What follows belongs to an exercise in optimizing a design on an open flow for small area; a production flow would make more cautious choices. At most, simulation tests tie the RTL to the original design; equivalence was not proved. The RTL of runs 3 and 4 was laid out without a check of its function. Power figures rest on the tool's default switching activity, not on a simulated workload.

$ cat design/flow/design.v
module fixed_pri_arbiter_linear #(
    parameter N = 32
) (
    input  logic [N-1:0] req,
    output logic [N-1:0] gnt
);
  logic [N-1:0] higher_pri_req;
  assign higher_pri_req[0] = 1'b0;   
  generate
    for (genvar i = 0; i < N - 1; i++) begin : gen_prefix
      assign higher_pri_req[i+1] = higher_pri_req[i] | req[i];
    end
  endgenerate
  assign gnt = req & ~higher_pri_req;
endmodule
module rr_arbiter_linear_scan #(
    parameter int N = 32
) (
    input logic clk,
    input logic rst_n,
    input  logic [N-1:0] req,
    output logic [N-1:0] gnt    
);
  logic [$clog2(N)-1:0] last_grant;
  logic [$clog2(N)-1:0] grant_idx;
  logic [N-1:0] gnt_q[N];
  always_ff @(posedge clk) begin
    if (!rst_n) begin
      last_grant <= '0;
    end else if (|req) begin
      last_grant <= grant_idx;
    end
  end
  always_comb begin
    for (int q = 0; q < N; q++) begin
      logic found;
      found = 1'b0;
      gnt_q[q] = '0;
      for (int i = 0; i < N; i++) begin
        if (!found && req[(q+1+i)%N]) begin
          gnt_q[q][(q+1+i)%N] = 1'b1;
          found = 1'b1;
        end
      end
    end
  end
  assign gnt = gnt_q[last_grant];
  always_comb begin
    grant_idx = '0;
    for (int i = 0; i < N; i++) if (gnt[i]) grant_idx |= i[$clog2(N)-1:0];
  end
endmodule
module axi4_mux_r_arb #(
    parameter int RR_PRIO_NUMBER = 4,
    parameter int FIXED_PRIO_NUMBER = 1,
    localparam int INPUT_NUMBER = RR_PRIO_NUMBER + FIXED_PRIO_NUMBER
) (
    input logic clk,
    input logic rst_n,
    input logic [INPUT_NUMBER-1:0] in_ar_valid,
    input logic out_ar_ready,
    input logic out_r_last,
    input logic out_r_valid,
    input logic out_r_ready,
    output logic [INPUT_NUMBER-1:0] sel
);
  logic [INPUT_NUMBER-1:0] sel_r;
  logic [RR_PRIO_NUMBER-1:0] rr_req, rr_gnt;
  logic [FIXED_PRIO_NUMBER-1:0] fixed_req, fixed_gnt;
  logic busy, done;
  logic [INPUT_NUMBER-1:0] grant_comb;
  always_ff @(posedge clk) begin
    if (!rst_n) begin
      sel_r <= '0;
    end else if (busy) begin
      if (done) sel_r <= '0;
    end else begin
      sel_r <= grant_comb;
    end
  end
  assign {rr_req, fixed_req} = in_ar_valid & {INPUT_NUMBER{out_ar_ready}};
  assign busy = |sel_r;
  assign done = out_r_valid & out_r_ready & out_r_last;
  assign grant_comb = (|rr_req) ? {rr_gnt, {FIXED_PRIO_NUMBER{1'b0}}} :
                                  {{RR_PRIO_NUMBER{1'b0}}, fixed_gnt};
  assign sel = sel_r;
  fixed_pri_arbiter_linear #(
      .N(FIXED_PRIO_NUMBER)
  ) fixed_pri_arbiter (
      .req(fixed_req),
      .gnt(fixed_gnt)
  );
  rr_arbiter_linear_scan #(
      .N(RR_PRIO_NUMBER)
  ) rr_arbiter (
      .clk  (clk),
      .rst_n(rst_n),
      .req  (rr_req),
      .gnt  (rr_gnt)
  );
endmodule
module axi4_mux_r #(
    parameter int AW = 32,
    parameter int AXI_ID_WIDTH = 8,
    parameter int AXI_DATA_WIDTH = 256,
    parameter int RR_PRIO_NUMBER = 4,
    parameter int FIXED_PRIO_NUMBER = 1,
    localparam int INPUT_NUMBER = RR_PRIO_NUMBER + FIXED_PRIO_NUMBER
) (
    input logic [INPUT_NUMBER-1:0] sel,
    input  logic [INPUT_NUMBER-1:0][AXI_ID_WIDTH-1:0] in_ar_id,
    input  logic [INPUT_NUMBER-1:0][          AW-1:0] in_ar_addr,
    input  logic [INPUT_NUMBER-1:0][             7:0] in_ar_len,
    input  logic [INPUT_NUMBER-1:0][             2:0] in_ar_size,
    input  logic [INPUT_NUMBER-1:0][             1:0] in_ar_burst,
    input  logic [INPUT_NUMBER-1:0]                   in_ar_valid,
    output logic [INPUT_NUMBER-1:0]                   in_ar_ready,
    output logic [INPUT_NUMBER-1:0][  AXI_ID_WIDTH-1:0] in_r_id,
    output logic [INPUT_NUMBER-1:0][AXI_DATA_WIDTH-1:0] in_r_data,
    output logic [INPUT_NUMBER-1:0][               1:0] in_r_resp,
    output logic [INPUT_NUMBER-1:0]                     in_r_last,
    output logic [INPUT_NUMBER-1:0]                     in_r_valid,
    input  logic [INPUT_NUMBER-1:0]                     in_r_ready,
    output logic [AXI_ID_WIDTH-1:0] out_ar_id,
    output logic [          AW-1:0] out_ar_addr,
    output logic [             7:0] out_ar_len,
    output logic [             2:0] out_ar_size,
    output logic [             1:0] out_ar_burst,
    output logic                    out_ar_valid,
    input  logic                    out_ar_ready,
    input  logic [  AXI_ID_WIDTH-1:0] out_r_id,
    input  logic [AXI_DATA_WIDTH-1:0] out_r_data,
    input  logic [               1:0] out_r_resp,
    input  logic                      out_r_last,
    input  logic                      out_r_valid,
    output logic                      out_r_ready
);
  always_comb begin
    for (int i = 0; i < INPUT_NUMBER; i++) begin
      in_r_id[i]   = out_r_id;
      in_r_data[i] = out_r_data;
      in_r_resp[i] = out_r_resp;
      in_r_last[i] = out_r_last;
    end
  end
  assign in_ar_ready = sel & {INPUT_NUMBER{out_ar_ready}};
  assign in_r_valid  = sel & {INPUT_NUMBER{out_r_valid}};
  always_comb begin
    out_ar_id    = '0;
    out_ar_addr  = '0;
    out_ar_len   = '0;
    out_ar_size  = '0;
    out_ar_burst = '0;
    out_ar_valid = '0;
    out_r_ready  = '0;
    for (int i = 0; i < INPUT_NUMBER; i++) begin
      out_ar_id    |= {AXI_ID_WIDTH{sel[i]}} & in_ar_id[i];
      out_ar_addr  |= {AW{sel[i]}} & in_ar_addr[i];
      out_ar_len   |= {8{sel[i]}} & in_ar_len[i];
      out_ar_size  |= {3{sel[i]}} & in_ar_size[i];
      out_ar_burst |= {2{sel[i]}} & in_ar_burst[i];
      out_ar_valid |= sel[i] & in_ar_valid[i];
      out_r_ready  |= sel[i] & in_r_ready[i];
    end
  end
endmodule
module axi4_mux_w_arb #(
    parameter int RR_PRIO_NUMBER = 4,
    parameter int FIXED_PRIO_NUMBER = 1,
    localparam int INPUT_NUMBER = RR_PRIO_NUMBER + FIXED_PRIO_NUMBER
) (
    input logic clk,
    input logic rst_n,
    input logic [INPUT_NUMBER-1:0] in_aw_valid,
    input logic out_aw_ready,
    input logic out_b_valid,
    input logic out_b_ready,
    output logic [INPUT_NUMBER-1:0] sel
);
  logic [INPUT_NUMBER-1:0] sel_r;
  logic [RR_PRIO_NUMBER-1:0] rr_req, rr_gnt;
  logic [FIXED_PRIO_NUMBER-1:0] fixed_req, fixed_gnt;
  logic busy, done;
  logic [INPUT_NUMBER-1:0] grant_comb;
  always_ff @(posedge clk) begin
    if (!rst_n) begin
      sel_r <= '0;
    end else if (busy) begin
      if (done) sel_r <= '0;
    end else begin
      sel_r <= grant_comb;
    end
  end
  assign {rr_req, fixed_req} = in_aw_valid & {INPUT_NUMBER{out_aw_ready}};
  assign busy = |sel_r;
  assign done = out_b_valid & out_b_ready;
  assign grant_comb = (|rr_req) ? {rr_gnt, {FIXED_PRIO_NUMBER{1'b0}}} :
                                  {{RR_PRIO_NUMBER{1'b0}}, fixed_gnt};
  assign sel = sel_r;
  fixed_pri_arbiter_linear #(
      .N(FIXED_PRIO_NUMBER)
  ) fixed_pri_arbiter (
      .req(fixed_req),
      .gnt(fixed_gnt)
  );
  rr_arbiter_linear_scan #(
      .N(RR_PRIO_NUMBER)
  ) rr_arbiter (
      .clk  (clk),
      .rst_n(rst_n),
      .req  (rr_req),
      .gnt  (rr_gnt)
  );
endmodule
module axi4_mux_w #(
    parameter int AW = 32,
    parameter int AXI_ID_WIDTH = 8,
    parameter int AXI_DATA_WIDTH = 256,
    parameter int RR_PRIO_NUMBER = 4,
    parameter int FIXED_PRIO_NUMBER = 1,
    localparam int INPUT_NUMBER = RR_PRIO_NUMBER + FIXED_PRIO_NUMBER
) (
    input logic [INPUT_NUMBER-1:0] sel,
    input  logic [INPUT_NUMBER-1:0][AXI_ID_WIDTH-1:0] in_aw_id,
    input  logic [INPUT_NUMBER-1:0][          AW-1:0] in_aw_addr,
    input  logic [INPUT_NUMBER-1:0][             7:0] in_aw_len,
    input  logic [INPUT_NUMBER-1:0][             2:0] in_aw_size,
    input  logic [INPUT_NUMBER-1:0][             1:0] in_aw_burst,
    input  logic [INPUT_NUMBER-1:0]                   in_aw_valid,
    output logic [INPUT_NUMBER-1:0]                   in_aw_ready,
    input  logic [INPUT_NUMBER-1:0][    AXI_DATA_WIDTH-1:0] in_w_data,
    input  logic [INPUT_NUMBER-1:0][(AXI_DATA_WIDTH/8)-1:0] in_w_strb,
    input  logic [INPUT_NUMBER-1:0]                         in_w_last,
    input  logic [INPUT_NUMBER-1:0]                         in_w_valid,
    output logic [INPUT_NUMBER-1:0]                         in_w_ready,
    output logic [INPUT_NUMBER-1:0][AXI_ID_WIDTH-1:0] in_b_id,
    output logic [INPUT_NUMBER-1:0][             1:0] in_b_resp,
    output logic [INPUT_NUMBER-1:0]                   in_b_valid,
    input  logic [INPUT_NUMBER-1:0]                   in_b_ready,
    output logic [AXI_ID_WIDTH-1:0] out_aw_id,
    output logic [          AW-1:0] out_aw_addr,
    output logic [             7:0] out_aw_len,
    output logic [             2:0] out_aw_size,
    output logic [             1:0] out_aw_burst,
    output logic                    out_aw_valid,
    input  logic                    out_aw_ready,
    output logic [    AXI_DATA_WIDTH-1:0] out_w_data,
    output logic [(AXI_DATA_WIDTH/8)-1:0] out_w_strb,
    output logic                          out_w_last,
    output logic                          out_w_valid,
    input  logic                          out_w_ready,
    input  logic [AXI_ID_WIDTH-1:0] out_b_id,
    input  logic [             1:0] out_b_resp,
    input  logic                    out_b_valid,
    output logic                    out_b_ready
);
  always_comb begin
    for (int i = 0; i < INPUT_NUMBER; i++) begin
      in_b_id[i]   = out_b_id;
      in_b_resp[i] = out_b_resp;
    end
  end
  assign in_aw_ready = sel & {INPUT_NUMBER{out_aw_ready}};
  assign in_w_ready  = sel & {INPUT_NUMBER{out_w_ready}};
  assign in_b_valid  = sel & {INPUT_NUMBER{out_b_valid}};
  always_comb begin
    out_aw_id    = '0;
    out_aw_addr  = '0;
    out_aw_len   = '0;
    out_aw_size  = '0;
    out_aw_burst = '0;
    out_aw_valid = '0;
    out_w_data   = '0;
    out_w_strb   = '0;
    out_w_last   = '0;
    out_w_valid  = '0;
    out_b_ready  = '0;
    for (int i = 0; i < INPUT_NUMBER; i++) begin
      out_aw_id    |= {AXI_ID_WIDTH{sel[i]}} & in_aw_id[i];
      out_aw_addr  |= {AW{sel[i]}} & in_aw_addr[i];
      out_aw_len   |= {8{sel[i]}} & in_aw_len[i];
      out_aw_size  |= {3{sel[i]}} & in_aw_size[i];
      out_aw_burst |= {2{sel[i]}} & in_aw_burst[i];
      out_aw_valid |= sel[i] & in_aw_valid[i];
      out_w_data   |= {AXI_DATA_WIDTH{sel[i]}} & in_w_data[i];
      out_w_strb   |= {(AXI_DATA_WIDTH/8){sel[i]}} & in_w_strb[i];
      out_w_last   |= sel[i] & in_w_last[i];
      out_w_valid  |= sel[i] & in_w_valid[i];
      out_b_ready  |= sel[i] & in_b_ready[i];
    end
  end
endmodule
module axi4_mux #(
    parameter int AW = 16,
    parameter int AXI_ID_WIDTH = 4,
    parameter int AXI_DATA_WIDTH = 32,
    parameter int RR_PRIO_NUMBER = 4,
    parameter int FIXED_PRIO_NUMBER = 2,
    localparam int INPUT_NUMBER = RR_PRIO_NUMBER + FIXED_PRIO_NUMBER
) (
    input logic clk,
    input logic rst_n,
    input  logic [INPUT_NUMBER-1:0][AXI_ID_WIDTH-1:0] in_aw_id,
    input  logic [INPUT_NUMBER-1:0][          AW-1:0] in_aw_addr,
    input  logic [INPUT_NUMBER-1:0][             7:0] in_aw_len,
    input  logic [INPUT_NUMBER-1:0][             2:0] in_aw_size,
    input  logic [INPUT_NUMBER-1:0][             1:0] in_aw_burst,
    input  logic [INPUT_NUMBER-1:0]                   in_aw_valid,
    output logic [INPUT_NUMBER-1:0]                   in_aw_ready,
    input  logic [INPUT_NUMBER-1:0][    AXI_DATA_WIDTH-1:0] in_w_data,
    input  logic [INPUT_NUMBER-1:0][(AXI_DATA_WIDTH/8)-1:0] in_w_strb,
    input  logic [INPUT_NUMBER-1:0]                         in_w_last,
    input  logic [INPUT_NUMBER-1:0]                         in_w_valid,
    output logic [INPUT_NUMBER-1:0]                         in_w_ready,
    output logic [INPUT_NUMBER-1:0][AXI_ID_WIDTH-1:0] in_b_id,
    output logic [INPUT_NUMBER-1:0][             1:0] in_b_resp,
    output logic [INPUT_NUMBER-1:0]                   in_b_valid,
    input  logic [INPUT_NUMBER-1:0]                   in_b_ready,
    input  logic [INPUT_NUMBER-1:0][AXI_ID_WIDTH-1:0] in_ar_id,
    input  logic [INPUT_NUMBER-1:0][          AW-1:0] in_ar_addr,
    input  logic [INPUT_NUMBER-1:0][             7:0] in_ar_len,
    input  logic [INPUT_NUMBER-1:0][             2:0] in_ar_size,
    input  logic [INPUT_NUMBER-1:0][             1:0] in_ar_burst,
    input  logic [INPUT_NUMBER-1:0]                   in_ar_valid,
    output logic [INPUT_NUMBER-1:0]                   in_ar_ready,
    output logic [INPUT_NUMBER-1:0][  AXI_ID_WIDTH-1:0] in_r_id,
    output logic [INPUT_NUMBER-1:0][AXI_DATA_WIDTH-1:0] in_r_data,
    output logic [INPUT_NUMBER-1:0][               1:0] in_r_resp,
    output logic [INPUT_NUMBER-1:0]                     in_r_last,
    output logic [INPUT_NUMBER-1:0]                     in_r_valid,
    input  logic [INPUT_NUMBER-1:0]                     in_r_ready,
    output logic [AXI_ID_WIDTH-1:0] out_aw_id,
    output logic [          AW-1:0] out_aw_addr,
    output logic [             7:0] out_aw_len,
    output logic [             2:0] out_aw_size,
    output logic [             1:0] out_aw_burst,
    output logic                    out_aw_valid,
    input  logic                    out_aw_ready,
    output logic [    AXI_DATA_WIDTH-1:0] out_w_data,
    output logic [(AXI_DATA_WIDTH/8)-1:0] out_w_strb,
    output logic                          out_w_last,
    output logic                          out_w_valid,
    input  logic                          out_w_ready,
    input  logic [AXI_ID_WIDTH-1:0] out_b_id,
    input  logic [             1:0] out_b_resp,
    input  logic                    out_b_valid,
    output logic                    out_b_ready,
    output logic [AXI_ID_WIDTH-1:0] out_ar_id,
    output logic [          AW-1:0] out_ar_addr,
    output logic [             7:0] out_ar_len,
    output logic [             2:0] out_ar_size,
    output logic [             1:0] out_ar_burst,
    output logic                    out_ar_valid,
    input  logic                    out_ar_ready,
    input  logic [  AXI_ID_WIDTH-1:0] out_r_id,
    input  logic [AXI_DATA_WIDTH-1:0] out_r_data,
    input  logic [               1:0] out_r_resp,
    input  logic                      out_r_last,
    input  logic                      out_r_valid,
    output logic                      out_r_ready
);
  logic [INPUT_NUMBER-1:0] sel_r, sel_w;
  axi4_mux_r_arb #(
      .RR_PRIO_NUMBER(RR_PRIO_NUMBER),
      .FIXED_PRIO_NUMBER(FIXED_PRIO_NUMBER)
  ) arb_r (
      .clk  (clk),
      .rst_n(rst_n),
      .in_ar_valid (in_ar_valid),
      .out_ar_ready(out_ar_ready),
      .out_r_last (out_r_last),
      .out_r_valid(out_r_valid),
      .out_r_ready(out_r_ready),
      .sel(sel_r)
  );
  axi4_mux_r #(
      .AW(AW),
      .AXI_ID_WIDTH(AXI_ID_WIDTH),
      .AXI_DATA_WIDTH(AXI_DATA_WIDTH),
      .RR_PRIO_NUMBER(RR_PRIO_NUMBER),
      .FIXED_PRIO_NUMBER(FIXED_PRIO_NUMBER)
  ) mux_r (
      .sel(sel_r),
      .in_ar_id(in_ar_id),
      .in_ar_addr(in_ar_addr),
      .in_ar_len(in_ar_len),
      .in_ar_size(in_ar_size),
      .in_ar_burst(in_ar_burst),
      .in_ar_valid(in_ar_valid),
      .in_ar_ready(in_ar_ready),
      .in_r_id(in_r_id),
      .in_r_data(in_r_data),
      .in_r_resp(in_r_resp),
      .in_r_last(in_r_last),
      .in_r_valid(in_r_valid),
      .in_r_ready(in_r_ready),
      .out_ar_id(out_ar_id),
      .out_ar_addr(out_ar_addr),
      .out_ar_len(out_ar_len),
      .out_ar_size(out_ar_size),
      .out_ar_burst(out_ar_burst),
      .out_ar_valid(out_ar_valid),
      .out_ar_ready(out_ar_ready),
      .out_r_id(out_r_id),
      .out_r_data(out_r_data),
      .out_r_resp(out_r_resp),
      .out_r_last(out_r_last),
      .out_r_valid(out_r_valid),
      .out_r_ready(out_r_ready)
  );
  axi4_mux_w_arb #(
      .RR_PRIO_NUMBER(RR_PRIO_NUMBER),
      .FIXED_PRIO_NUMBER(FIXED_PRIO_NUMBER)
  ) arb_w (
      .clk  (clk),
      .rst_n(rst_n),
      .in_aw_valid (in_aw_valid),
      .out_aw_ready(out_aw_ready),
      .out_b_valid(out_b_valid),
      .out_b_ready(out_b_ready),
      .sel(sel_w)
  );
  axi4_mux_w #(
      .AW(AW),
      .AXI_ID_WIDTH(AXI_ID_WIDTH),
      .AXI_DATA_WIDTH(AXI_DATA_WIDTH),
      .RR_PRIO_NUMBER(RR_PRIO_NUMBER),
      .FIXED_PRIO_NUMBER(FIXED_PRIO_NUMBER)
  ) mux_w (
      .sel(sel_w),
      .in_aw_id   (in_aw_id),
      .in_aw_addr (in_aw_addr),
      .in_aw_len  (in_aw_len),
      .in_aw_size (in_aw_size),
      .in_aw_burst(in_aw_burst),
      .in_aw_valid(in_aw_valid),
      .in_aw_ready(in_aw_ready),
      .in_w_data (in_w_data),
      .in_w_strb (in_w_strb),
      .in_w_last (in_w_last),
      .in_w_valid(in_w_valid),
      .in_w_ready(in_w_ready),
      .in_b_id   (in_b_id),
      .in_b_resp (in_b_resp),
      .in_b_valid(in_b_valid),
      .in_b_ready(in_b_ready),
      .out_aw_id   (out_aw_id),
      .out_aw_addr (out_aw_addr),
      .out_aw_len  (out_aw_len),
      .out_aw_size (out_aw_size),
      .out_aw_burst(out_aw_burst),
      .out_aw_valid(out_aw_valid),
      .out_aw_ready(out_aw_ready),
      .out_w_data (out_w_data),
      .out_w_strb (out_w_strb),
      .out_w_last (out_w_last),
      .out_w_valid(out_w_valid),
      .out_w_ready(out_w_ready),
      .out_b_id   (out_b_id),
      .out_b_resp (out_b_resp),
      .out_b_valid(out_b_valid),
      .out_b_ready(out_b_ready)
  );
endmodule
$ cat design/flow/run.sh
#!/bin/bash
# synth_recipe.tcl (not shown) runs the flow's synth.tcl, then flattens the netlist and writes it again
# the make line also repeats each setting of config.mk as NAME=value (left out here)
make -C /OpenROAD-flow-scripts/flow DESIGN_CONFIG=/design/flow/config.mk WORK_HOME=/design/flow/orfs CLKGATE_MAP_FILE= SYNTH_SCRIPT=/design/flow/synth_recipe.tcl finish
$ cat design/flow/constraint.sdc
create_clock -name core_clock -period 6.0 [get_ports {clk}]
set_input_delay 1.2000 -clock core_clock [delete_from_list [all_inputs] [get_ports {clk}]]
set_output_delay 1.2000 -clock core_clock [all_outputs]
set_load 0.01 [all_outputs]
$ cat design/flow/config.mk
export PLATFORM = sky130hd
export DESIGN_NAME = axi4_mux
export DESIGN_NICKNAME = axi4_mux
export VERILOG_FILES = /design/flow/design.v
export SDC_FILE = /design/flow/constraint.sdc
export NUM_CORES = 4
export LEC_CHECK = 0
export CAP_MARGIN = 20
export CORE_AREA = 5 5 435 435
export DIE_AREA = 0 0 440 440
export SLEW_MARGIN = 20
==> notes.md, run 1 <==
Post CTS Setup Buffer Count=0; # setup viols final=0; syn_area_per_cell=6.99 µm²; Area after DPL=15300 µm²; GR Layer Usage met1=0.0784; start point of the critical path=in_w_data[23]; CTS buffer count=3; WP data arrival=3.54 ns; CTS max path bufs=2; post-DR vias/cell=2.48; switching fraction of total power=0.465; outcome=timing/DRC/antenna clean; largest net degree at the start of global routing=41; crit path capture type=primary output; FF-to-FF Start=arb_w.sel_r[1]$_SDFFE_PN0P_; synth top area cells=a22oi_1, buf_4, nand3_1; DRC=0; gr ovfl total=0; clock skew=0.000683 ns; ys async rst share=0; Detailed Routing Iterations Pass 1=5; Worst VDD drop=0.0648 mV; minimum clock period=4.74 ns; I/O Buffers=799; Worst-Margin Slew=1.16 ns; CTS clk-pin slew, worst paths=0.05 ns; Synth warnings=6; core box area=183000 µm²; fin. max-slew vios=0; Rel. slew slack=0.224; CP required=4.80 ns; Design Area, Final=15400 µm²; Synth Instances=911; total track usage=0.0843; Yosys top cell area share=0.375; RSZ-0062 raised after global routing=false; Synth cell types=43; first-pass GRT wire length=106000 µm; DRT antenna net count=0; width of the chip=440 µm; Post-Syn Nets=1611; Hold Crit Class=reg2reg; die area=194000 µm²; clk sink count=16; wire per inst=22.8 µm; share of cells above drive strength 1=0.0325; starting density of the core=0.0347; met3 usage=0.0672; critical path launch point type=primary input; WS Path Type=in2out; H-Tree Depth=1; Syn Std Cell Area=6370 µm²; Pint=0.936 mW; combinational share of power=0.823; antenna violations before repair=35; grt peak-use layer=met2; P&R area growth vs syn=142%; total number of vias=9557; sequential share of power=0.093; P_sw=0.815 mW; # IOs=1108; clk latency of the worst-skew pair=0.27 ns; Layout fillers=21500; TritonCTS clock tree=built; Crit Path Max Fanout=1; post-CTS sizing=0; Post-Route WL=87900 µm; Synth top cells by count=a22oi_1, buf_4, nand3_1, clkbuf_1, and2_1; Synth area leader=a22oi_1; leakage power=4.51 nW; sequential fraction of the synthesis area=0.0503; hold path start=arb_r.sel_r[4]$_SDFFE_PN0P_; Root Buffer=clkbuf_16; Setup TNS=0 ns; P per Cell Area=113 nW/µm²; Max Cap Viol=0; num rows=157; number of global-route vias before repair=9788; GRT met2 Usage=0.146; routability congestion estimate=0.905; initial detailed-routing violation count=761; fin nets=2085; power share of the clock group=0.084; DIE HEIGHT=440 µm; register bit count reported by yosys=16; fmax=0.211 GHz; final hold viol count=0; hold buffers post-CTS=0; Post-DP HPWL=78800 µm; final worst-path cycle share=0.790; most numerous cell in the Yosys netlist=a22oi_1; prevailing post-synth register cell=dfxtp_1; Post-synth EDFFs=0
-- per-layer routing --
| layer | vias up | wire length, µm |
|---|---|---|
| met5 | - | 171 |
| met4 | 30 | 1150 |
| met3 | 108 | 15800 |
| met2 | 661 | 43900 |
| met1 | 4564 | 26800 |
| li1 | 4194 | - |
-- through the flow --
step | util | total power, mW | hold slack (ns) | instances | setup WS [ns]
after global routing | 0.0841 | 1.91 | 0.507 | 3852 | 1.23
after global placement | 0.0835 | 1.68 | 0.484 | 3842 | 1.24
after floorplan | - | 0.656 | 0.525 | 911 | 2.96
after CTS | 0.0840 | 1.85 | 0.498 | 3848 | 1.25
final | 0.0841 | 1.75 | 0.495 | 3855 | 1.26
after detailed placement | 0.0836 | 1.68 | 0.487 | 3844 | 1.25
-- critical path, stage by stage --
cell and delay [ns]:
clkdlybuf4s50_1 0.40, a22oi_1 0.90, nand3_1 0.34, clkdlybuf4s50_1 0.69
-- cells by family after synthesis --
group,share of synthesized area
and+or+nand+nor,0.145
AOI/OAI and AO/OA,0.433
buffers and inverters,0.372
DFF,0.0503
-- path summary, 6_finish.rpt --
| path | endpoint | slack, ns | cells past startpoint |
|---|---|---|---|
| min reg2reg | arb_r.sel_r[4]$_SDFFE_PN0P_ | 0.50 | 1 |
| max | out_w_data[23] | 1.26 | 4 |
| max reg2reg | arb_w.sel_r[1]$_SDFFE_PN0P_ | 3.86 | 5 |
| min | arb_r.sel_r[4]$_SDFFE_PN0P_ | 0.50 | 1 |
-- flip-flops by register name, summed over array words and instances, names as in the netlist --
signal	count
arb_r.rr_arbiter.last_grant	2
arb_w.sel_r	6
arb_r.sel_r	6
arb_w.rr_arbiter.last_grant	2
-- placed cells by master, fill, tap and decap left out, types with 2 or more instances in the layout --
cell               n
o21a_1             2
dfxtp_2            6
a31oi_1            3
o311ai_1           2
a22o_1             7
nand2b_1           4
dfxtp_1            4
clkdlybuf4s50_1  797
buf_4             20
nand3_1          110
nor2b_1            2
inv_1              4
and2_1            31
buf_12             3
a22oi_1          318
o2111ai_1          4
o2bb2ai_1          3
o21ai_0            3
dfxtp_4            6
nand4_1            3
or3_1              3
o21ai_1            4
diode_2            7
clkbuf_16          3
a21oi_1           10
a32oi_1            2
nand2_1            6
buf_6              2
nor2_1             4
-- layout make-up --
cell class                 instances  area (µm²)  area share
inverter                           4        15.0    0.000973
clock buffer                       4        78.8     0.00511
timing repair buffer             822        8210       0.532
antenna                            7        17.5     0.00113
multi-input combinational        538        3680       0.238
sequential                        16         350      0.0227
tap                             2464        3080       0.200
-- power by group through the flow --
| stage | combinational, mW | clock (mW) | sequential [mW] |
|---|---|---|---|
| floorplan | 0.536 | 0 | 0.120 |
| global placement | 1.51 | 0 | 0.171 |
| detailed placement | 1.51 | 0 | 0.171 |
| CTS | 1.52 | 0.164 | 0.169 |
| global route | 1.57 | 0.163 | 0.170 |
| finish | 1.44 | 0.148 | 0.163 |
==> run 2, diff against run 1 <==
--- a/design/flow/design.v
+++ b/design/flow/design.v
@@ -146,22 +146,19 @@
   assign in_ar_ready = sel & {INPUT_NUMBER{out_ar_ready}};
   assign in_r_valid  = sel & {INPUT_NUMBER{out_r_valid}};
+  localparam int MW = AXI_ID_WIDTH + AW + 8 + 3 + 2 + 1 + 1;
+  logic [INPUT_NUMBER-1:0][MW-1:0] mux_d;
   always_comb begin
-    out_ar_id    = '0;
-    out_ar_addr  = '0;
-    out_ar_len   = '0;
-    out_ar_size  = '0;
-    out_ar_burst = '0;
-    out_ar_valid = '0;
-    out_r_ready  = '0;
     for (int i = 0; i < INPUT_NUMBER; i++) begin
-      out_ar_id    |= {AXI_ID_WIDTH{sel[i]}} & in_ar_id[i];
-      out_ar_addr  |= {AW{sel[i]}} & in_ar_addr[i];
-      out_ar_len   |= {8{sel[i]}} & in_ar_len[i];
-      out_ar_size  |= {3{sel[i]}} & in_ar_size[i];
-      out_ar_burst |= {2{sel[i]}} & in_ar_burst[i];
-      out_ar_valid |= sel[i] & in_ar_valid[i];
-      out_r_ready  |= sel[i] & in_r_ready[i];
+      mux_d[i] = {in_r_ready[i], in_ar_valid[i], in_ar_burst[i], in_ar_size[i], in_ar_len[i], in_ar_addr[i], in_ar_id[i]};
     end
   end
+  axi4_mux_onehot #(
+      .N(INPUT_NUMBER),
+      .W(MW)
+  ) mux (
+      .sel(sel),
+      .d  (mux_d),
+      .y  ({out_r_ready, out_ar_valid, out_ar_burst, out_ar_size, out_ar_len, out_ar_addr, out_ar_id})
+  );
 endmodule
 module axi4_mux_w_arb #(
@@ -264,30 +261,21 @@
   assign in_w_ready  = sel & {INPUT_NUMBER{out_w_ready}};
   assign in_b_valid  = sel & {INPUT_NUMBER{out_b_valid}};
+  localparam int MW = AXI_ID_WIDTH + AW + 8 + 3 + 2 + 1 + AXI_DATA_WIDTH + AXI_DATA_WIDTH / 8 + 1 + 1 + 1;
+  logic [INPUT_NUMBER-1:0][MW-1:0] mux_d;
   always_comb begin
-    out_aw_id    = '0;
-    out_aw_addr  = '0;
-    out_aw_len   = '0;
-    out_aw_size  = '0;
-    out_aw_burst = '0;
-    out_aw_valid = '0;
-    out_w_data   = '0;
-    out_w_strb   = '0;
-    out_w_last   = '0;
-    out_w_valid  = '0;
-    out_b_ready  = '0;
     for (int i = 0; i < INPUT_NUMBER; i++) begin
-      out_aw_id    |= {AXI_ID_WIDTH{sel[i]}} & in_aw_id[i];
-      out_aw_addr  |= {AW{sel[i]}} & in_aw_addr[i];
-      out_aw_len   |= {8{sel[i]}} & in_aw_len[i];
-      out_aw_size  |= {3{sel[i]}} & in_aw_size[i];
-      out_aw_burst |= {2{sel[i]}} & in_aw_burst[i];
-      out_aw_valid |= sel[i] & in_aw_valid[i];
-      out_w_data   |= {AXI_DATA_WIDTH{sel[i]}} & in_w_data[i];
-      out_w_strb   |= {(AXI_DATA_WIDTH/8){sel[i]}} & in_w_strb[i];
-      out_w_last   |= sel[i] & in_w_last[i];
-      out_w_valid  |= sel[i] & in_w_valid[i];
-      out_b_ready  |= sel[i] & in_b_ready[i];
+      mux_d[i] = {in_b_ready[i], in_w_valid[i], in_w_last[i], in_w_strb[i], in_w_data[i],
+                in_aw_valid[i], in_aw_burst[i], in_aw_size[i], in_aw_len[i], in_aw_addr[i], in_aw_id[i]};
     end
   end
+  axi4_mux_onehot #(
+      .N(INPUT_NUMBER),
+      .W(MW)
+  ) mux (
+      .sel(sel),
+      .d  (mux_d),
+      .y  ({out_b_ready, out_w_valid, out_w_last, out_w_strb, out_w_data,
+            out_aw_valid, out_aw_burst, out_aw_size, out_aw_len, out_aw_addr, out_aw_id})
+  );
 endmodule
 module axi4_mux #(
@@ -463,2 +451,40 @@
   );
 endmodule
+module axi4_mux_onehot #(
+    parameter int N = 6,
+    parameter int W = 1
+) (
+    input  logic [N-1:0]        sel,
+    input  logic [N-1:0][W-1:0] d,
+    output logic [W-1:0]        y
+);
+  localparam int G = (N + 2) / 3;
+  logic [G*3-1:0] sel_p;
+  assign sel_p = (G * 3)'(sel);
+  for (genvar b = 0; b < W; b++) begin : gen_bit
+    logic [G*3-1:0] d_p;
+    logic [G-1:0] grp_n;
+    for (genvar i = 0; i < G * 3; i++) begin : gen_in
+      if (i < N) begin : gen_d
+        assign d_p[i] = d[i][b];
+      end else begin : gen_z
+        assign d_p[i] = 1'b0;
+      end
+    end
+    for (genvar g = 0; g < G; g++) begin : gen_grp
+      axi4_mux_aoi3 aoi (
+          .s(sel_p[g*3+:3]),
+          .d(d_p[g*3+:3]),
+          .y(grp_n[g])
+      );
+    end
+    assign y[b] = ~&grp_n;
+  end
+endmodule
+module axi4_mux_aoi3 (
+    input  logic [2:0] s,
+    input  logic [2:0] d,
+    output logic       y
+);
+  assign y = ~|(s & d);
+endmodule
==> design/flow/flow/run.sh (new file) <==
#!/bin/bash
# The standard layout, with the smallest buffer cell on the ports.
set -euo pipefail
export BUFFER_PORTS_ARGS="-buffer_cell sky130_fd_sc_hd__buf_1"
bash standard.sh finish > standard_finish.log 2>&1
==> design/flow/standard.sh (new file) <==
#!/bin/bash
# synth_recipe.tcl (not shown) runs the flow's synth.tcl, then flattens the netlist and writes it again
# the make line also repeats each setting of config.mk as NAME=value (left out here)
make -C /OpenROAD-flow-scripts/flow DESIGN_CONFIG=/design/flow/config.mk WORK_HOME=/design/flow/orfs CLKGATE_MAP_FILE= SYNTH_SCRIPT=/design/flow/synth_recipe.tcl "${@:-finish}"
--- a/design/flow/config.mk
+++ b/design/flow/config.mk
@@ -10,2 +10,4 @@
 export DIE_AREA = 0 0 440 440
 export SLEW_MARGIN = 20
+export SYNTH_HIERARCHICAL = 1
+export SYNTH_MINIMUM_KEEP_SIZE = 0
removed: design/flow/run.sh
==> notes.md, run 2 <==
Synth warnings=12 (+6); final hold viol count=0 (unchanged); Worst VDD drop=0.0719 mV (+11%); Area after DPL=10100 µm² (-34%); starting density of the core=0.0320 (-0.00275); register bit count reported by yosys=16 (unchanged); post-DR vias/cell=2.77 (+12%); commonest cells after routing, fill and taps aside=buf_1, a222oi_1, nand2_1; TritonCTS clock tree=built; minimum clock period=4.08 ns (-0.662 ns); ys async rst share=0 (unchanged); number of global-route vias before repair=8847 (-9.6%); Post-DP HPWL=93700 µm (+19%); WS Path Type=reg2out; P per Cell Area=142 nW/µm² (+25%); post-CTS sizing=0 (unchanged); most common cell after layout, fill and taps aside=buf_1; switching fraction of total power=0.635 (+0.170); most numerous cell in the Yosys netlist=buf_4; Post-Syn Nets=1443 (-10%); Detailed Routing Iterations Pass 1=10 (+5); Synth top cells by count=buf_4, a222oi_1, nand2_1, and2_1, dfxtp_1; width of the chip=440 µm (unchanged); initial detailed-routing violation count=2615 (+240%); CP cell instances=buf_4 > a222oi_1 > nand2_1 > buf_1; Synth area leader=a222oi_1; Crit Path Max Fanout=41 (+40); routability congestion estimate=1.02 (+13%); Max Cap Viol=0 (unchanged); DRC=0 (unchanged); P&R area growth vs syn=75.4%; hold buffers post-CTS=0 (unchanged); Post CTS Setup Buffer Count=0 (unchanged); Post-Route WL=102000 µm (+16%); leakage power=2.64 nW (-41%); antenna violations before repair=100 (+190%); I/O Buffers=799 (unchanged); first-pass GRT wire length=117000 µm (+10%); Setup TNS=0 ns (unchanged); Pint=0.531 mW (-43%); clk latency of the worst-skew pair=0.27 ns (about the same); clock skew=0.00150 ns (+0.000818 ns); total power=1.46 mW (-17%); synth top area cells=a222oi_1, buf_4, nand2_1; RSZ-0062 raised after global routing=false; syn_area_per_cell=7.89 µm² (+13%); power share of the clock group=0.104 (+0.020); pre-CTS WS=2.12 ns (+0.865 ns); critical path's top delay family=buffers and inverters; # IOs=1108 (unchanged); gr ovfl total=0 (unchanged); DIE HEIGHT=440 µm (unchanged); fin. max-slew vios=0 (unchanged); die area=194000 µm² (unchanged); fin nets=1998 (-4.2%); final cell count without fillers=3794 (-1.6%); Hold WS=0.582 ns (+0.0875 ns); final worst-path cycle share=0.680 (-0.110); combinational share of power=0.766 (-0.057); CP required=4.80 ns (about the same); Design Area, Final=10300 µm² (-33%); H-Tree Depth=1 (unchanged); worst path bufs/invs=2 (unchanged); clk sink count=16 (unchanged); WP data arrival=2.88 ns (-0.66 ns); placed cells=3757 (-2.3%); sequential fraction of the synthesis area=0.0546 (+0.00433); critical path launch point type=flop; Root Buffer=clkbuf_16; wire per inst=26.9 µm (+18%); Yosys top cell area share=0.369 (-0.00617); fmax=0.245 GHz (+16%); Hold Crit Class=reg2reg; DRT antenna net count=0 (unchanged); CTS clk-pin slew, worst paths=0.07 ns (+0.02 ns); Largest regs=arb_r.sel_r: 6 flops, arb_w.sel_r: 6 flops; num rows=157 (unchanged); crit path capture type=primary output; Syn Std Cell Area=5860 µm² (-7.9%); core box area=183000 µm² (unchanged); prevailing post-synth register cell=dfxtp_1; P_sw=0.925 mW (+14%); Rel. slew slack=0.165 (-0.0582); # setup viols final=0 (unchanged); worst setup margin=1.92 ns (+0.662 ns); outcome=timing/DRC/antenna clean; largest net degree at the start of global routing=73 (+78%); Synth Instances=743 (-18%); Worst-Margin Slew=1.25 ns (+0.0874 ns); fin util=0.0560 (-0.0281); slowest cell delay on critical path=0.82 ns (-0.08 ns); Synth cell types=38 (-12%); CTS max path bufs=2 (unchanged); CTS buffer count=3 (unchanged); Post-synth EDFFs=0 (unchanged); total number of vias=10500 (+9.9%); share of cells above drive strength 1=0.0478 (+0.0153); total track usage=0.0964 (+0.0121); sequential share of power=0.130 (+0.037); Slowest cell on crit path=buf_1
-- run 2: cell families (layout without fill, tap and decap cells) --
logic type / after synthesis / count (layout) / synth area share
buffers and inverters: 283 / 837 / 0.359
multiplexers: 2 / 2 / 0.00341
AND/OR/NAND/NOR: 180 / 180 / 0.151
flip-flops: 16 / 16 / 0.0546
AO/OA/AOI/OAI: 262 / 262 / 0.433
other: 0 / 33 / 0
-- run 2: metal layers --
| layer | track usage | share of wire | vias to the layer above |
|---|---|---|---|
| met3 | 0.0517 | 0.14 | 308 |
| li1 | - | - | 4077 |
| met1 | 0.115 | 0.38 | 4939 |
| met5 | 0.00479 | 0.0044 | - |
| met4 | 0.0227 | 0.034 | 52 |
| met2 | 0.151 | 0.44 | 1125 |
-- run 2: area by class of cell --
type / instances / area, µm²
flip-flops and latches: 16 / 350
clock buffers: 4 / 78.8
multi-input cells: 444 / 3440
inverters: 5 / 18.8
fillers: 22000 / 173000
diodes: 33 / 82.6
well taps: 2464 / 3080
repair buffers: 828 / 3230
-- run 2: worst paths after layout --
path | startpoint | endpoint | slack, ns | cells past startpoint
min reg2reg | arb_r.sel_r[0]$_SDFFE_PN0P_ | arb_r.sel_r[0]$_SDFFE_PN0P_ | 0.58 | 1
min | arb_r.sel_r[0]$_SDFFE_PN0P_ | arb_r.sel_r[0]$_SDFFE_PN0P_ | 0.58 | 1
max | arb_w.sel_r[5]$_SDFFE_PN0P_ | out_w_strb[3] | 1.92 | 4
max reg2reg | arb_w.sel_r[3]$_SDFFE_PN0P_ | arb_w.sel_r[2]$_SDFFE_PN0P_ | 3.63 | 4
-- run 2: power groups by stage --
stage	sequential, mW	clock [mW]	combinational [mW]
finish	0.190	0.151	1.12
CTS	0.191	0.159	1.20
global route	0.193	0.163	1.22
floorplan	0.178	0	0.505
global placement	0.193	0	1.19
detailed placement	0.193	0	1.19
==> run 3, diff against run 2 <==
--- a/design/flow/design.v
+++ b/design/flow/design.v
@@ -1,54 +1,2 @@
-module fixed_pri_arbiter_linear #(
-    parameter N = 32
-) (
-    input  logic [N-1:0] req,
-    output logic [N-1:0] gnt
-);
-  logic [N-1:0] higher_pri_req;
-  assign higher_pri_req[0] = 1'b0;   
-  generate
-    for (genvar i = 0; i < N - 1; i++) begin : gen_prefix
-      assign higher_pri_req[i+1] = higher_pri_req[i] | req[i];
-    end
-  endgenerate
-  assign gnt = req & ~higher_pri_req;
-endmodule
-module rr_arbiter_linear_scan #(
-    parameter int N = 32
-) (
-    input logic clk,
-    input logic rst_n,
-    input  logic [N-1:0] req,
-    output logic [N-1:0] gnt    
-);
-  logic [$clog2(N)-1:0] last_grant;
-  logic [$clog2(N)-1:0] grant_idx;
-  logic [N-1:0] gnt_q[N];
-  always_ff @(posedge clk) begin
-    if (!rst_n) begin
-      last_grant <= '0;
-    end else if (|req) begin
-      last_grant <= grant_idx;
-    end
-  end
-  always_comb begin
-    for (int q = 0; q < N; q++) begin
-      logic found;
-      found = 1'b0;
-      gnt_q[q] = '0;
-      for (int i = 0; i < N; i++) begin
-        if (!found && req[(q+1+i)%N]) begin
-          gnt_q[q][(q+1+i)%N] = 1'b1;
-          found = 1'b1;
-        end
-      end
-    end
-  end
-  assign gnt = gnt_q[last_grant];
-  always_comb begin
-    grant_idx = '0;
-    for (int i = 0; i < N; i++) if (gnt[i]) grant_idx |= i[$clog2(N)-1:0];
-  end
-endmodule
 module axi4_mux_r_arb #(
     parameter int RR_PRIO_NUMBER = 4,
@@ -65,38 +13,75 @@
     output logic [INPUT_NUMBER-1:0] sel
 );
+  logic done;
+  assign done = out_r_valid & out_r_ready & out_r_last;
+  axi4_mux_arb_core #(
+      .RR_PRIO_NUMBER(RR_PRIO_NUMBER),
+      .FIXED_PRIO_NUMBER(FIXED_PRIO_NUMBER)
+  ) core (
+      .clk  (clk),
+      .rst_n(rst_n),
+      .valid(in_ar_valid),
+      .ready(out_ar_ready),
+      .done (done),
+      .sel  (sel)
+  );
+endmodule
+module axi4_mux_arb_core #(
+    parameter int RR_PRIO_NUMBER = 4,
+    parameter int FIXED_PRIO_NUMBER = 1,
+    localparam int INPUT_NUMBER = RR_PRIO_NUMBER + FIXED_PRIO_NUMBER
+) (
+    input logic clk,
+    input logic rst_n,
+    input logic [INPUT_NUMBER-1:0] valid,
+    input logic                    ready,
+    input logic                    done,
+    output logic [INPUT_NUMBER-1:0] sel
+);
+  localparam int PW = $clog2(RR_PRIO_NUMBER);
   logic [INPUT_NUMBER-1:0] sel_r;
-  logic [RR_PRIO_NUMBER-1:0] rr_req, rr_gnt;
-  logic [FIXED_PRIO_NUMBER-1:0] fixed_req, fixed_gnt;
-  logic busy, done;
+  logic [PW-1:0] last_grant;
+  logic [RR_PRIO_NUMBER-1:0] rr_v, rr_gnt;
+  logic [FIXED_PRIO_NUMBER-1:0] fixed_v, fixed_gnt;
+  logic [PW-1:0] rr_idx;
+  logic rr_any, busy, keep, load, step;
   logic [INPUT_NUMBER-1:0] grant_comb;
-  always_ff @(posedge clk) begin
-    if (!rst_n) begin
-      sel_r <= '0;
-    end else if (busy) begin
-      if (done) sel_r <= '0;
-    end else begin
-      sel_r <= grant_comb;
+  assign {rr_v, fixed_v} = valid;
+  assign rr_any = |rr_v;
+  assign busy = |sel_r;
+  always_comb begin
+    rr_gnt = '0;
+    rr_idx = '0;
+    for (int q = 0; q < RR_PRIO_NUMBER; q++) begin
+      if (last_grant == q[PW-1:0]) begin
+        for (int i = RR_PRIO_NUMBER; i >= 1; i--) begin
+          if (rr_v[(q+i)%RR_PRIO_NUMBER]) begin
+            rr_gnt = '0;
+            rr_gnt[(q+i)%RR_PRIO_NUMBER] = 1'b1;
+            rr_idx = PW'((q + i) % RR_PRIO_NUMBER);
+          end
+        end
+      end
     end
   end
-  assign {rr_req, fixed_req} = in_ar_valid & {INPUT_NUMBER{out_ar_ready}};
-  assign busy = |sel_r;
-  assign done = out_r_valid & out_r_ready & out_r_last;
-  assign grant_comb = (|rr_req) ? {rr_gnt, {FIXED_PRIO_NUMBER{1'b0}}} :
-                                  {{RR_PRIO_NUMBER{1'b0}}, fixed_gnt};
+  always_comb begin
+    fixed_gnt = '0;
+    for (int i = FIXED_PRIO_NUMBER - 1; i >= 0; i--) begin
+      if (fixed_v[i]) begin
+        fixed_gnt = '0;
+        fixed_gnt[i] = 1'b1;
+      end
+    end
+  end
+  assign grant_comb = rr_any ? {rr_gnt, {FIXED_PRIO_NUMBER{1'b0}}} :
+                               {{RR_PRIO_NUMBER{1'b0}}, fixed_gnt};
+  assign keep = rst_n & ~done;
+  assign load = rst_n & ~busy & ready;
+  assign step = ready & rr_any;
+  always_ff @(posedge clk) begin
+    sel_r      <= (sel_r & {INPUT_NUMBER{keep}}) | (grant_comb & {INPUT_NUMBER{load}});
+    last_grant <= {PW{rst_n}} & (step ? rr_idx : last_grant);
+  end
   assign sel = sel_r;
-  fixed_pri_arbiter_linear #(
-      .N(FIXED_PRIO_NUMBER)
-  ) fixed_pri_arbiter (
-      .req(fixed_req),
-      .gnt(fixed_gnt)
-  );
-  rr_arbiter_linear_scan #(
-      .N(RR_PRIO_NUMBER)
-  ) rr_arbiter (
-      .clk  (clk),
-      .rst_n(rst_n),
-      .req  (rr_req),
-      .gnt  (rr_gnt)
-  );
 endmodule
 module axi4_mux_r #(
@@ -175,37 +160,14 @@
     output logic [INPUT_NUMBER-1:0] sel
 );
-  logic [INPUT_NUMBER-1:0] sel_r;
-  logic [RR_PRIO_NUMBER-1:0] rr_req, rr_gnt;
-  logic [FIXED_PRIO_NUMBER-1:0] fixed_req, fixed_gnt;
-  logic busy, done;
-  logic [INPUT_NUMBER-1:0] grant_comb;
-  always_ff @(posedge clk) begin
-    if (!rst_n) begin
-      sel_r <= '0;
-    end else if (busy) begin
-      if (done) sel_r <= '0;
-    end else begin
-      sel_r <= grant_comb;
-    end
-  end
-  assign {rr_req, fixed_req} = in_aw_valid & {INPUT_NUMBER{out_aw_ready}};
-  assign busy = |sel_r;
-  assign done = out_b_valid & out_b_ready;
-  assign grant_comb = (|rr_req) ? {rr_gnt, {FIXED_PRIO_NUMBER{1'b0}}} :
-                                  {{RR_PRIO_NUMBER{1'b0}}, fixed_gnt};
-  assign sel = sel_r;
-  fixed_pri_arbiter_linear #(
-      .N(FIXED_PRIO_NUMBER)
-  ) fixed_pri_arbiter (
-      .req(fixed_req),
-      .gnt(fixed_gnt)
-  );
-  rr_arbiter_linear_scan #(
-      .N(RR_PRIO_NUMBER)
-  ) rr_arbiter (
+  axi4_mux_arb_core #(
+      .RR_PRIO_NUMBER(RR_PRIO_NUMBER),
+      .FIXED_PRIO_NUMBER(FIXED_PRIO_NUMBER)
+  ) core (
       .clk  (clk),
       .rst_n(rst_n),
-      .req  (rr_req),
-      .gnt  (rr_gnt)
+      .valid(in_aw_valid),
+      .ready(out_aw_ready),
+      .done (out_b_valid & out_b_ready),
+      .sel  (sel)
   );
 endmodule
--- a/design/flow/config.mk
+++ b/design/flow/config.mk
@@ -7,6 +7,7 @@
 export LEC_CHECK = 0
 export CAP_MARGIN = 20
-export CORE_AREA = 5 5 435 435
-export DIE_AREA = 0 0 440 440
+export CORE_AREA = 5 5 295 295
+export CTS_BUF_LIST = sky130_fd_sc_hd__clkbuf_2 sky130_fd_sc_hd__clkbuf_4
+export DIE_AREA = 0 0 300 300
 export SLEW_MARGIN = 20
 export SYNTH_HIERARCHICAL = 1
==> notes.md, run 3 <==
starting density of the core=0.0697 (+0.0377); ys async rst share=0 (unchanged); outcome=aborted with a tool error; syn_area_per_cell=7.89 µm² (about the same); most numerous cell in the Yosys netlist=buf_4; register bit count reported by yosys=16 (unchanged); num rows=106 (-32%); Synth Instances=738 (-0.67%); Post-synth EDFFs=0 (unchanged); width of the chip=300 µm (-32%); DIE HEIGHT=300 µm (-32%); prevailing post-synth register cell=dfxtp_1; Syn Std Cell Area=5820 µm² (-0.68%); Synth warnings=9 (-3); Post-Syn Nets=1438 (-0.35%); Yosys top cell area share=0.371 (+0.00254); sequential fraction of the synthesis area=0.0550 (+0.000376); synth top area cells=a222oi_1, buf_4, nand2_1; Synth top cells by count=buf_4, a222oi_1, nand2_1, and2_1, dfxtp_1; Stopped at=I/O pin placement (3_2_place_iop); error message=[ERROR PPL-0024] Number of IO pins (1108) exceeds maximum number of available positions (1082). Increase the die perimeter from 1200.00um to 1506.88um.; Synth cell types=30 (-21%); Synth area leader=a222oi_1
[run 3: cell count changes after synthesis, moves of 3 or more]
cell	change
clkbuf_1	+10
nor2b_1	+8
a22o_1	-8
nor2_1	-7
nand2_1	+4
and2_1	-10
nand2b_1	+3
a32o_1	+8
inv_1	-5
o22ai_1	-4
[run 3: kinds of logic after synthesis]
| kind of cell | share of synthesized area |
|---|---|
| compound gates | 0.432 |
| flops | 0.0550 |
| mux | 0.00688 |
| xor+xnor | 0.00301 |
| simple gates | 0.147 |
| buf+inv | 0.356 |
==> run 4, diff against run 3 <==
--- a/design/flow/design.v
+++ b/design/flow/design.v
@@ -79,10 +79,29 @@
   assign load = rst_n & ~busy & ready;
   assign step = ready & rr_any;
+  logic [INPUT_NUMBER-1:0] sel_n;
+  for (genvar i = 0; i < INPUT_NUMBER; i++) begin : gen_sel
+    axi4_mux_ao22 next (
+        .a(sel_r[i]),
+        .b(keep),
+        .c(grant_comb[i]),
+        .d(load),
+        .y(sel_n[i])
+    );
+  end
   always_ff @(posedge clk) begin
-    sel_r      <= (sel_r & {INPUT_NUMBER{keep}}) | (grant_comb & {INPUT_NUMBER{load}});
+    sel_r      <= sel_n;
     last_grant <= {PW{rst_n}} & (step ? rr_idx : last_grant);
   end
   assign sel = sel_r;
 endmodule
+module axi4_mux_ao22 (
+    input  logic a,
+    input  logic b,
+    input  logic c,
+    input  logic d,
+    output logic y
+);
+  assign y = (a & b) | (c & d);
+endmodule
 module axi4_mux_r #(
     parameter int AW = 32,
--- a/design/flow/config.mk
+++ b/design/flow/config.mk
@@ -7,7 +7,7 @@
 export LEC_CHECK = 0
 export CAP_MARGIN = 20
-export CORE_AREA = 5 5 295 295
-export CTS_BUF_LIST = sky130_fd_sc_hd__clkbuf_2 sky130_fd_sc_hd__clkbuf_4
-export DIE_AREA = 0 0 300 300
+export CORE_AREA = 5 5 380 380
+export CTS_BUF_LIST = sky130_fd_sc_hd__clkbuf_4 sky130_fd_sc_hd__clkbuf_8
+export DIE_AREA = 0 0 385 385
 export SLEW_MARGIN = 20
 export SYNTH_HIERARCHICAL = 1
==> notes.md, run 4 <==
outcome=timing/DRC/antenna clean; I/O Buffers=799; Crit Path Max Fanout=68; post-CTS sizing=0; mux cell area share after synthesis=0 (-0.00688); Worst VDD drop=0.0657 mV; Worst-Margin Slew=1.19 ns; Synth cell types=22 (-27%); DRT antenna net count=0; XOR/XNOR Fraction of Synth Area=0 (-0.00301); fmax=0.250 GHz; P&R area growth vs syn=63.8%; Pint=0.434 mW; clk latency of the worst-skew pair=0.26 ns; total number of vias=9900; Layout fillers=16600; Syn Std Cell Area=5690 µm² (-2.2%); critical path launch point type=flop; sequential fraction of the synthesis area=0.0563 (+0.00126); minimum clock period=4.00 ns; Seq. cell area=343 µm²; Post-DP HPWL=75200 µm; WS Path Type=reg2out; starting density of the core=0.0408 (-0.0289); fin. max-slew vios=0; post-synthesis compound-gate area fraction=0.425 (-0.00727); slowest cell delay on critical path=0.74 ns; Post-Syn Nets=1438 (unchanged); Synth warnings=9 (unchanged); clock skew=0.00618 ns; num rows=137 (+29%); combinational share of power=0.801; CP cell instances=buf_4 > a222oi_1 > nand2_1 > buf_1; P per Cell Area=125 nW/µm²; total track usage=0.100; # IOs=1108; register bit count reported by yosys=16 (unchanged); CTS buffer count=3; routability congestion estimate=0.943; main combinational cell family by area after synthesis=compound AO/OA/AOI/OAI gates; P_sw=0.735 mW; first-pass GRT wire length=95100 µm; DIE HEIGHT=385 µm (+28%); core box area=140000 µm²; crit path capture type=primary output; clk sink count=16; power share of the clock group=0.076; Synth Area in Adders=0 (unchanged); hold buffers post-CTS=0; fin util=0.0668; Synth top cells by count=buf_4, a222oi_1, nand2_1, and2_1, dfxtp_1; Post CTS Setup Buffer Count=0; initial detailed-routing violation count=1726; Area after DPL=9190 µm²; syn_area_per_cell=7.71 µm² (-2.2%); Post-synth EDFFs=0 (unchanged); commonest cells after routing, fill and taps aside=buf_1, a222oi_1, nand2_1; Post-Synth Simple-Gate Area=0.156 (+0.00951); # setup viols final=0; WP data arrival=2.80 ns; CP required=4.80 ns; CTS max path bufs=2; most numerous cell in the Yosys netlist=buf_4; gr ovfl total=0; post-DR vias/cell=3.10; area of the multi-input gates=3310 µm²; final worst-path cycle share=0.667; Design Area, Final=9330 µm²; final hold viol count=0; H-Tree Depth=1; switching fraction of total power=0.629; CTS clk-pin slew, worst paths=0.07 ns; Hold Crit Class=reg2reg; Largest regs=arb_r.core.sel_r: 6 flops, arb_w.core.sel_r: 6 flops; Synth area leader=a222oi_1; Slowest cell on crit path=buf_1; Setup TNS=0 ns; share of cells above drive strength 1=0.0302; Rel. slew slack=0.204; TritonCTS clock tree=built; Yosys top cell area share=0.380 (+0.00849); antenna violations before repair=49; Detailed Routing Iterations Pass 1=12; RSZ-0062 raised after global routing=false; number of global-route vias before repair=9087; leakage power=2.60 nW; Max Cap Viol=0; largest net degree at the start of global routing=69; fin nets=1994; Synth Instances=738 (unchanged); die area=148000 µm²; ys async rst share=0 (unchanged); most common cell after layout, fill and taps aside=buf_1; prevailing post-synth register cell=dfxtp_1; DRC=0; width of the chip=385 µm (+28%); Root Buffer=clkbuf_8; synth top area cells=a222oi_1, buf_4, nand2_1; wire per inst=25.8 µm; sequential share of power=0.122; Post-Route WL=82500 µm
==> run 4: cell types whose count changed after synthesis, sizes merged, moves of 6 or more <==
| cell | before | now |
|---|---|---|
| nor2b | 12 | 0 |
| nor2 | 2 | 12 |
| nand2 | 114 | 126 |
| a32o | 10 | 0 |
| a22o | 0 | 12 |
| a21oi | 2 | 8 |
| inv | 0 | 6 |
| clkbuf | 10 | 0 |
==> run 4: per-layer routing <==
metal	vias to the layer above	GRT usage	wire [µm]
li1	4030	-	-
met3	128	0.0476	9920
met1	4616	0.111	30800
met4	14	0.0342	2280
met2	1112	0.167	39200
met5	-	0.0103	289
==> run 4: worst max-delay path: cells and delay by family (launching register included) <==
family                 cells  cell delay, ns
AO/OA/AOI/OAI              1            0.34
buffers and inverters      2            1.35
flip-flops                 1            0.45
AND/OR/NAND/NOR            1            0.20
==> run 4: final cells by class <==
cell class	instances	area share
tap	1876	0.252
inverter	6	0.00241
antenna	26	0.00698
clock buffer	3	0.00443
multi-input combinational	444	0.355
clock inverter	1	0.000402
timing repair buffer	823	0.343
sequential	16	0.0368
==> run 4: logic make-up after synthesis <==
group | count (synthesis)
and+or+nand+nor | 194
DFF | 16
AOI/OAI and AO/OA | 250
buffers and inverters | 278
==> run 4: worst paths after layout <==
path                                         start                          endpoint  slack [ns]  cells past startpoint
setup / recovery       arb_w.core.sel_r[0]$_DFF_P_                     out_aw_len[2]        2.00                      4
hold / removal    arb_r.core.last_grant[0]$_DFF_P_  arb_r.core.last_grant[0]$_DFF_P_        0.54                      2
setup reg to reg       arb_r.core.sel_r[0]$_DFF_P_       arb_r.core.sel_r[0]$_DFF_P_        3.31                      4
hold reg to reg   arb_r.core.last_grant[0]$_DFF_P_  arb_r.core.last_grant[0]$_DFF_P_        0.54                      2
==> run 4: modules after synthesis (local to each module, per instance), a selection <==
module,flip-flops and latches,times used
axi4_mux_aoi3,0,216
axi4_mux_ao22,0,12
==> run 4: power by group through the flow <==
stage / clock, mW / sequential, mW / combinational [mW]
global placement: 0 / 0.145 / 0.944
CTS: 0.0922 / 0.143 / 0.957
floorplan: 0 / 0.163 / 0.434
detailed placement: 0 / 0.145 / 0.954
global route: 0.0986 / 0.144 / 0.999
finish: 0.0891 / 0.143 / 0.937
==> run 4: through the flow <==
step	std cells	power, mW	setup WS [ns]	hold WS (ns)
floorplan	738	0.597	2.84	0.496
global placement	3161	1.09	2.20	0.523
detailed placement	3161	1.10	2.22	0.531
CTS	3165	1.19	2.17	0.540
global route	3190	1.24	2.07	0.568
finish	3195	1.17	2.00	0.539
==> run 5, diff against run 4 <==
--- a/design/flow/design.v
+++ b/design/flow/design.v
@@ -50,18 +50,13 @@
   assign rr_any = |rr_v;
   assign busy = |sel_r;
+  logic [RR_PRIO_NUMBER-1:0] rr_mask, rr_hi, rr_hi_gnt, rr_lo_gnt;
   always_comb begin
-    rr_gnt = '0;
+    for (int k = 0; k < RR_PRIO_NUMBER; k++) rr_mask[k] = (k > last_grant);
+    rr_hi = rr_v & rr_mask;
+    rr_hi_gnt = rr_hi & ~(rr_hi - 1'b1);
+    rr_lo_gnt = rr_v & ~(rr_v - 1'b1);
+    rr_gnt = (|rr_hi) ? rr_hi_gnt : rr_lo_gnt;
     rr_idx = '0;
-    for (int q = 0; q < RR_PRIO_NUMBER; q++) begin
-      if (last_grant == q[PW-1:0]) begin
-        for (int i = RR_PRIO_NUMBER; i >= 1; i--) begin
-          if (rr_v[(q+i)%RR_PRIO_NUMBER]) begin
-            rr_gnt = '0;
-            rr_gnt[(q+i)%RR_PRIO_NUMBER] = 1'b1;
-            rr_idx = PW'((q + i) % RR_PRIO_NUMBER);
-          end
-        end
-      end
-    end
+    for (int k = 0; k < RR_PRIO_NUMBER; k++) if (rr_gnt[k]) rr_idx |= PW'(k);
   end
   always_comb begin
--- a/design/flow/config.mk
+++ b/design/flow/config.mk
@@ -6,9 +6,9 @@
 export NUM_CORES = 4
 export LEC_CHECK = 0
-export CAP_MARGIN = 20
+export CAP_MARGIN = 10
 export CORE_AREA = 5 5 380 380
 export CTS_BUF_LIST = sky130_fd_sc_hd__clkbuf_4 sky130_fd_sc_hd__clkbuf_8
 export DIE_AREA = 0 0 385 385
-export SLEW_MARGIN = 20
+export SLEW_MARGIN = 10
 export SYNTH_HIERARCHICAL = 1
 export SYNTH_MINIMUM_KEEP_SIZE = 0
==> notes.md, run 5 <==
I/O Buffers=799 (unchanged); fin. max-slew vios=0 (unchanged); Synth warnings=9 (unchanged); die area=148000 µm² (unchanged); leakage power=2.50 nW (-3.8%); crit path capture type=primary output; post-CTS sizing=0 (unchanged); DRT antenna net count=0 (unchanged); WS Path Type=reg2out; minimum clock period=3.73 ns (-0.271 ns); num rows=137 (unchanged); WP data arrival=2.53 ns (-0.27 ns); wire per inst=26.2 µm (+1.3%); CTS clk-pin slew, worst paths=0.06 ns (about the same); Post-Route WL=83000 µm (+0.66%); H-Tree Depth=1 (unchanged); most common cell after layout, fill and taps aside=buf_1; CP required=4.80 ns (about the same); Yosys top cell area share=0.382 (+0.00235); fin nets=1967 (-1.4%); worst path bufs/invs=2 (unchanged); Post CTS Setup Buffer Count=0 (unchanged); register bit count reported by yosys=16 (unchanged); hold path depth=1 (-1); flop2flop setup slack=3.93 ns (+0.62 ns); starting density of the core=0.0405 (-0.000251); RSZ-0062 raised after global routing=false; Seq. cell area=347 µm² (+1.1%); routability congestion estimate=0.960 (+1.8%); Area after DPL=9140 µm² (-0.50%); Post-DP HPWL=74700 µm (-0.63%); Layout fillers=16600 (+0.11%); number of global-route vias before repair=9125 (+0.42%); pre-CTS WS=2.29 ns (+0.0633 ns); CP cell instances=buf_4 > a222oi_1 > nand2_1 > buf_1; final hold viol count=0 (unchanged); Largest regs=arb_r.core.sel_r: 6 flops, arb_w.core.sel_r: 6 flops; Post-synth EDFFs=0 (unchanged); DIE HEIGHT=385 µm (unchanged); share of cells above drive strength 1=0.0300 (-0.000147); P per Cell Area=121 nW/µm² (-3.1%); # setup viols final=0 (unchanged); Synth Instances=720 (-2.4%); gr ovfl total=0 (unchanged); ys async rst share=0 (unchanged); Detailed Routing Iterations Pass 1=10 (-2); Setup TNS=0 ns (unchanged); slowest cell delay on critical path=0.86 ns (+0.12 ns); Synth cell types=26 (+18%); worst setup margin=2.27 ns (+0.271 ns); Synth area leader=a222oi_1; clk sink count=16 (unchanged); Design Area, Final=9270 µm² (-0.59%); Worst-Margin Slew=0.946 ns (-0.248 ns); clock skew=0.000678 ns (-0.00550 ns); total track usage=0.101 (+0.000435); CTS max path bufs=2 (unchanged); R2R cell count=3 (-1); first-pass GRT wire length=96900 µm (+1.9%); fmax=0.268 GHz (+7.3%); post-DR vias/cell=3.16 (+2.1%); core box area=140000 µm² (unchanged); P&R area growth vs syn=63.9% (about the same); # IOs=1108 (unchanged); total number of vias=10000 (+1.4%); final worst-path cycle share=0.622 (-0.0451); Post-Syn Nets=1420 (-1.3%); antenna violations before repair=52 (+6.1%); Root Buffer=clkbuf_8; critical path launch point type=flop; clk latency of the worst-skew pair=0.24 ns (-0.02 ns); Hold Crit Class=reg2reg; sequential fraction of the synthesis area=0.0566 (+0.000348); commonest cells after routing, fill and taps aside=buf_1, a222oi_1, nand2_1; hold buffers post-CTS=0 (unchanged); Hold Path End=arb_r.core.sel_r[4]$_DFF_P_; Crit Path Max Fanout=54 (-21%); FF-to-FF Start=arb_w.core.sel_r[5]$_DFF_P_; Slowest cell on crit path=dfxtp_4; largest net degree at the start of global routing=63 (-8.7%); outcome=timing/DRC/antenna clean; Rel. slew slack=0.369 (+0.165); hold path start=arb_r.core.sel_r[4]$_DFF_P_; width of the chip=385 µm (unchanged); critical path's top delay family=buffers and inverters; prevailing post-synth register cell=dfxtp_1; TritonCTS clock tree=built; DRC=0 (unchanged); Max Cap Viol=0 (unchanged); syn_area_per_cell=7.86 µm² (+1.9%); synth top area cells=a222oi_1, buf_4, nand2_1; area of the multi-input gates=3290 µm² (-0.45%); Worst VDD drop=0.0602 mV (-8.4%); worst r2r dst=arb_w.core.sel_r[1]$_DFF_P_; Syn Std Cell Area=5660 µm² (-0.62%); most numerous cell in the Yosys netlist=buf_4; initial detailed-routing violation count=1851 (+7.2%); CTS buffer count=3 (unchanged); Synth top cells by count=buf_4, a222oi_1, nand2_1, and2_1, dfxtp_1
## run 5: modules after synthesis (local to each module, per instance), excerpt
module,flip-flops and latches,area [µm²]
axi4_mux_aoi3,0,10.0
axi4_mux_ao22,0,8.76
## run 5: worst register-to-register path, delay by kind of cell, from the launching register on
| family | cells | cell delay [ns] |
|---|---|---|
| simple gates | 2 | 1.24 |
| compound gates | 1 | 0.22 |
| flops | 1 | 0.54 |
## run 5: power by group
| part | leakage, nW | switching, mW | internal [mW] |
|---|---|---|---|
| Sequential | 0.137 | 0.0375 | 0.113 |
| Combinational | 2.34 | 0.617 | 0.273 |
| Clock | 0.0264 | 0.0344 | 0.0515 |
| Total | 2.50 | 0.689 | 0.437 |
## run 5: worst max path at each step
stage	cells past startpoint	slack [ns]	start	to
3_5_place_dp	4	2.29	in_w_data[101]	out_w_data[5]
5_1_grt	4	2.16	arb_w.core.sel_r[0]$_DFF_P_	out_w_data[4]
3_3_place_gp	4	2.26	in_w_data[101]	out_w_data[5]
2_1_floorplan	2	2.83	arb_w.core.sel_r[0]$_DFF_P_	out_b_ready
4_1_cts	4	2.22	arb_w.core.sel_r[0]$_DFF_P_	out_w_data[1]
6_report	4	2.27	arb_w.core.sel_r[0]$_DFF_P_	out_w_data[10]
## run 5: routing by layer
layer / part of all wire / GRT usage / up-vias
met1: 0.34 / 0.106 / 4628
met5: 0.0019 / 0.0155 / -
met4: 0.050 / 0.0424 / 12
met3: 0.14 / 0.0530 / 171
met2: 0.46 / 0.166 / 1253
li1: - / - / 3977
## run 5: cell type report
type	instances	area share
repair buffers	814	0.340
well taps	1876	0.253
clock buffers	4	0.00526
multi-input cells	430	0.355
inverters	2	0.000810
flip-flops and latches	16	0.0374
diodes	32	0.00864
## run 5: kinds of logic after synthesis
family,share of synthesized area
flops,0.0566
buf+inv,0.361
compound gates,0.431
simple gates,0.151
## run 5: per-stage QoR
step / util / hold slack (ns) / std cells / power, mW
detailed placement: 0.0655 / 0.586 / 3138 / 1.08
global route: 0.0663 / 0.619 / 3168 / 1.21
finish: 0.0664 / 0.600 / 3174 / 1.13
global placement: 0.0655 / 0.577 / 3138 / 1.06
CTS: 0.0658 / 0.599 / 3142 / 1.17
floorplan: - / 0.580 / 720 / 0.606

[afterwards: timing with drivers on the ports]
The flow's constraints put no driver on any port. The routed layouts listed below were extracted and timed again, unchanged, in two steps.
Step 1: set_driving_cell puts a clkbuf_16 on clk and a buf_2 on each other input, an assumption about the parent block.
Step 2 adds t to the input delays and takes it off the output delays; t is the mean of the earliest and latest rising clock arrival at the registers after step 1. Input paths then give back, and output paths get back, about the clock's delay inside the block.
Three values: ideal, step 1, step 2; two values: the first two.
| run | t (ns) | slack for setup (ns) | worst setup path at the end | worst data-port slew with drivers (ns) |
|---|---|---|---|---|
| run 1 | 0.326 | 1.260 / 1.234 / 1.234 | input to output | 0.57 |
| run 2 | 0.301 | 1.921 / 1.886 / 2.068 | input to output | 0.73 |
| run 4 | 0.323 | 1.997 / 1.935 / 2.096 | input to output | 0.69 |
| run 5 | 0.285 | 2.267 / 2.226 / 2.231 | input to output | 0.64 |
After both steps setup and hold are still met in every run listed. The setup slack of run 5, which loses most, moves by -0.041 ns with the drivers and by -0.036 ns with both steps.
